This design comes from an exercise in tuning for small area, a short achievable clock period and few clock cycles on the open sky130 flow, not from production work. The RTL was checked by simulation tests, not by an equivalence proof against the original design. Power and IR drop assume default switching activity.

// DMA_AHB_Master
module DMA_AHB_Master #(
    parameter ADDR_WIDTH = 32,
    parameter DATA_WIDTH = 32,
    parameter BASE_ADDR  = 32'h0000_0000
)(
    input wire HCLK,
    input wire HRESETn,
    input wire [ADDR_WIDTH-1:0] HADDR,
    input wire [1:0] HTRANS,
    input wire HWRITE,
    input wire [DATA_WIDTH-1:0] HWDATA,
    output reg [DATA_WIDTH-1:0] HRDATA,
    output reg [ADDR_WIDTH-1:0] master_HADDR,
    output reg [2:0] master_HBURST,
    output reg master_HMASTLOCK,
    output reg [3:0] master_HPROT,
    output reg [2:0] master_HSIZE,
    output reg [1:0] master_HTRANS,
    output reg [DATA_WIDTH-1:0] master_HWDATA,
    output reg master_HWRITE,
    input wire [DATA_WIDTH-1:0] master_HRDATA,
    input wire master_HREADY,
    input wire master_HRESP
);
Size in the first run: about 980 cells after synthesis, roughly 250 flip-flops, about 11000 µm² of cells after synthesis.
Settings: LEC_CHECK=0, CAP_MARGIN=20, CORE_MARGIN=2, CORE_UTILIZATION=55, PLACE_DENSITY=0.7, SETUP_SLACK_MARGIN=3.4, SLEW_MARGIN=20; clock period 6.0 ns.
standard.sh (not shown) runs the stock make flow with config.mk's settings and CLKGATE_MAP_FILE= SYNTH_SCRIPT=/design/flow/synth_recipe.tcl, a recipe that flattens the netlist after the stock synthesis.
==> flow/flow/run.sh <==
#!/bin/bash
# Standard ORFS layout, with plain buffers on the ports instead of the
# delay cells buffer_ports picks by default. Synthesis is the standard one.
set -euo pipefail
bash standard.sh synth > synth.log 2>&1
export BUFFER_PORTS_ARGS="-buffer_cell sky130_fd_sc_hd__buf_1"
bash standard.sh > layout.log 2>&1
Testbench counts at the start, summed over its fixed seeds: cycles 9,069.
Change:
- CTS_BUF_LIST: default -> sky130_fd_sc_hd__clkbuf_8
- CTS_CLUSTER_SIZE: default -> 25
- SETUP_SLACK_MARGIN: 3.4 -> 3.6
Effect: Critical path depth goes down by 1. Via count goes up by 2.2%. Hold slack loses 3.4 ps. Total power goes down by 4.1%. Fmax goes up by 7.0%. Global-route usage goes up by 0.75 points. Register-to-register slack gains 60 ps. First-iteration DRC count goes up by 6.3%. Flip-flop and latch count is unchanged. Setup slack gains 170 ps.

Setup of v58:
DMA_AHB_Master again, from the RTL that the note above started with.
// DMA_AHB_Master
module DMA_AHB_Master #(
    parameter ADDR_WIDTH = 32,
    parameter DATA_WIDTH = 32,
    parameter BASE_ADDR  = 32'h0000_0000
)(
    input wire HCLK,
    input wire HRESETn,
    input wire [ADDR_WIDTH-1:0] HADDR,
    input wire [1:0] HTRANS,
    input wire HWRITE,
    input wire [DATA_WIDTH-1:0] HWDATA,
    output reg [DATA_WIDTH-1:0] HRDATA,
    output reg [ADDR_WIDTH-1:0] master_HADDR,
    output reg [2:0] master_HBURST,
    output reg master_HMASTLOCK,
    output reg [3:0] master_HPROT,
    output reg [2:0] master_HSIZE,
    output reg [1:0] master_HTRANS,
    output reg [DATA_WIDTH-1:0] master_HWDATA,
    output reg master_HWRITE,
    input wire [DATA_WIDTH-1:0] master_HRDATA,
    input wire master_HREADY,
    input wire master_HRESP
);
    reg [31:2] src_q;
    reg [31:2] dst_q;
    reg [31:0] size_q;
    reg        busy;
    reg        done;
    reg        w_src, w_dst, w_size;
    reg        wr_q;       
    reg [31:2] addr_q;
    reg [31:2] alt_q;
    reg [28:0] left_q;     
    reg [31:0] data_q;     
    wire hit     = ~|HADDR[31:5] & ~|HADDR[1:0];
    wire a_start = hit & (HADDR[4:2] == 3'd0);
    wire a_src   = hit & (HADDR[4:2] == 3'd1);
    wire a_dst   = hit & (HADDR[4:2] == 3'd2);
    wire a_size  = hit & (HADDR[4:2] == 3'd3);
    wire a_done  = hit & (HADDR[4:2] == 3'd4);
    wire wacc    = HTRANS[1] & HWRITE;
    wire [31:2] src_d  = w_src  ? data_q[31:2] : src_q;
    wire [31:2] dst_d  = w_dst  ? data_q[31:2] : dst_q;
    wire [31:0] size_d = w_size ? data_q : size_q;
    wire st    = wacc & a_start & HWDATA[0];
    wire frac  = |size_q[1:0];
    wire last  = (left_q == 29'd0) | ((left_q == 29'd1) & ~frac);
    wire fin   = busy & wr_q & master_HREADY & last;
    wire busy_d = st | (busy & ~fin);
    always @(posedge HCLK or negedge HRESETn) begin
        if (!HRESETn) begin
            w_src  <= 1'b1;
            w_dst  <= 1'b1;
            w_size <= 1'b1;
            busy   <= 1'b0;
            done   <= 1'b0;
        end else begin
            w_src  <= wacc & a_src;
            w_dst  <= wacc & a_dst;
            w_size <= wacc & a_size;
  ...
Settings: LEC_CHECK=0, CAP_MARGIN=20, CORE_MARGIN=2, CORE_UTILIZATION=55, CTS_BUF_LIST=sky130_fd_sc_hd__clkbuf_16, CTS_CLUSTER_DIAMETER=100, CTS_CLUSTER_SIZE=25, PLACE_DENSITY=0.7, SETUP_SLACK_MARGIN=3.6, SLEW_MARGIN=20; clock period 6.0 ns.
Scripts as last shown in full above: flow/flow/run.sh
v58 ended with every stage complete and zero timing, DRC or antenna violations.
Testbench counts of v58, summed over its fixed seeds: cycles 9,069.
The inputs of v15 differ from those of v58 as listed below.
- a deleted CTS_CLUSTER_SIZE that had been 25
- a deleted CTS_BUF_LIST that had been sky130_fd_sc_hd__clkbuf_16
- a deleted CTS_CLUSTER_DIAMETER that had been 100
Findings:
v15 completed every stage of the flow, and the final layout passed the timing, design-rule and antenna checks.
v58: PASS, flow complete, no timing, DRC or antenna violations
Between v58 and v15, final cell count increased.
v15 vs v58: global-route usage up
Flip-flop and latch area: v58 vs v15 identical
For v51, these inputs were changed with respect to v15:
- setting CTS_BUF_LIST to sky130_fd_sc_hd__clkbuf_16 for the first time
- setting CTS_CLUSTER_DIAMETER to 80 for the first time
- setting CTS_CLUSTER_SIZE to 20 for the first time
Notes after the runs:
- Across v51 and v15, the outcome is the same: a clean finish for every run.
- Longest individual stage delay on the worst path in v51 vs v15: up 0.02 ns
- Setup slack: v51 > v15
- Going from v15 to v51, multi-input combinational area share grows by 0.94 points.
- Between v51 and v15, via count is lower for v51, v15 comes in above that.
- Count of cells along the worst register-to-register path came out exactly the same in v51 and v15.
- Compare v51 and v15 | number of clock-tree buffers in the layout higher: v15
- On overall power after layout: between v51 and v15, it ends up lower for v51.
- Fmax (v51 vs. v15) increases slightly
- Per the comparison of v51 with v15, switching power of the nets moved down, number of standard cells in the layout, taps in and fillers out down 28.
What v11 does differently from v51 at the input level:
- CTS_BUF_LIST changed from sky130_fd_sc_hd__clkbuf_16 to sky130_fd_sc_hd__clkbuf_4 sky130_fd_sc_hd__clkbuf_8
- CTS_CLUSTER_DIAMETER removed (was 80)
- CTS_CLUSTER_SIZE removed (was 20)
--- outcome ---
Summary of the comparison: worst-case setup margin in the final layout is lower in v11, relative to v51. [compare] base=v51 new=v11: combinational group share of total power shrank by 0.5 points, fmax shrank by 4.0 MHz. Summary of v11 over v51: area growth from synthesis to layout higher, area fraction in and, or, nand and nor cells after synthesis roughly the same.
What v22 does differently from v11 at the input level:
- CTS_BUF_LIST: sky130_fd_sc_hd__clkbuf_4 sky130_fd_sc_hd__clkbuf_8 -> unset
- SETUP_SLACK_MARGIN: 3.6 -> 4.0
## What came out
v22 went all the way through synthesis, placement and routing and the layout is clean on timing, DRC and antenna. Against v11, slack of the worst reg-to-reg path in v22 came out worse. Looking at multi-input logic cell count, v22 sits above v11. The higher measured slew at the worst slew-check pin of v22 and v11 is in v11. When v22 is measured against v11, its total global-route track usage turns out 4.2 points higher. Relative to v11, the internal portion of total power measured on v22 has increased by a few percent. Delta (v22 minus v11): fmax shows no meaningful change, final-layout non-clock buffer area share increased 9.1 points.
> inputs changed (v22 -> v26)
- SETUP_SLACK_MARGIN: 4.0 -> 3.5
==> run summary <==
In v26 relative to v22, global-route wire length before repair had gone down by more than 10%.
[v26] sequential share of power rose 1.6 points relative to v22
As far as count of flip-flops and latches goes, v26 and v22 are indistinguishable; the numbers are identical.
Pin count of the biggest net entering global routing: v26 vs v22 down 1.4%
Lower setup slack was reported by v26, not v22.
Compared with v22, v26 ends up with less cell area.
v26 ended up with a higher power per standard cell area than v22 did.
Between v26 and v22, it is v26 whose overall fraction of global-route tracks in use is lower, by 4.3 points.

## static timing again, ports no longer ideal
The flow's constraints put no driver on any port. The routed layouts listed below were extracted and timed again, unchanged, in two steps. Step 1 sets driving cells, clkbuf_16 on the clock port and buf_2 on the other inputs (assumed; they add their load-dependent delay and slew). Step 2 moves the port delays by t, midway between the first and last clock arrival at a register: inputs arrive t later, outputs are due t later. That takes back most of the time a late clock gives input paths. a / b / c = ideal ports / drivers / drivers and shift; a / b = the first two.
run | t, ns | setup WS [ns] | worst setup path at the end | latest minus earliest clock arrival (ns) | pins driven straight from the clock port
the first run of note 1 | 0.571 | 3.468 / 3.420 / 3.017 | input to register | 0.010 / 0.010 | 1
the second run of note 1 | 0.577 | 3.633 / 3.589 / 3.137 | input to register | 0.017 / 0.017 | 1
v58 | 0.518 | 3.615 / 3.571 / 3.152 | input to register | 0.027 / 0.027 | 1
v15 | 0.577 | 3.594 / 3.543 / 3.174 | input to register | 0.020 / 0.019 | 1
v51 | 0.530 | 3.624 / 3.578 / 3.148 | input to register | 0.016 / 0.017 | 1
v11 | 0.576 | 3.601 / 3.559 / 3.185 | input to register | 0.015 / 0.016 | 1
v22 | 0.590 | 3.599 / 3.546 / 3.151 | input to register | 0.016 / 0.016 | 1
v26 | 0.577 | 3.546 / 3.499 / 3.082 | input to register | 0.015 / 0.015 | 1
After both steps setup and hold are still met in every run listed. The setup slack of the second run of note 1, which loses most, moves by -0.044 ns with the drivers and by -0.496 ns with both steps.
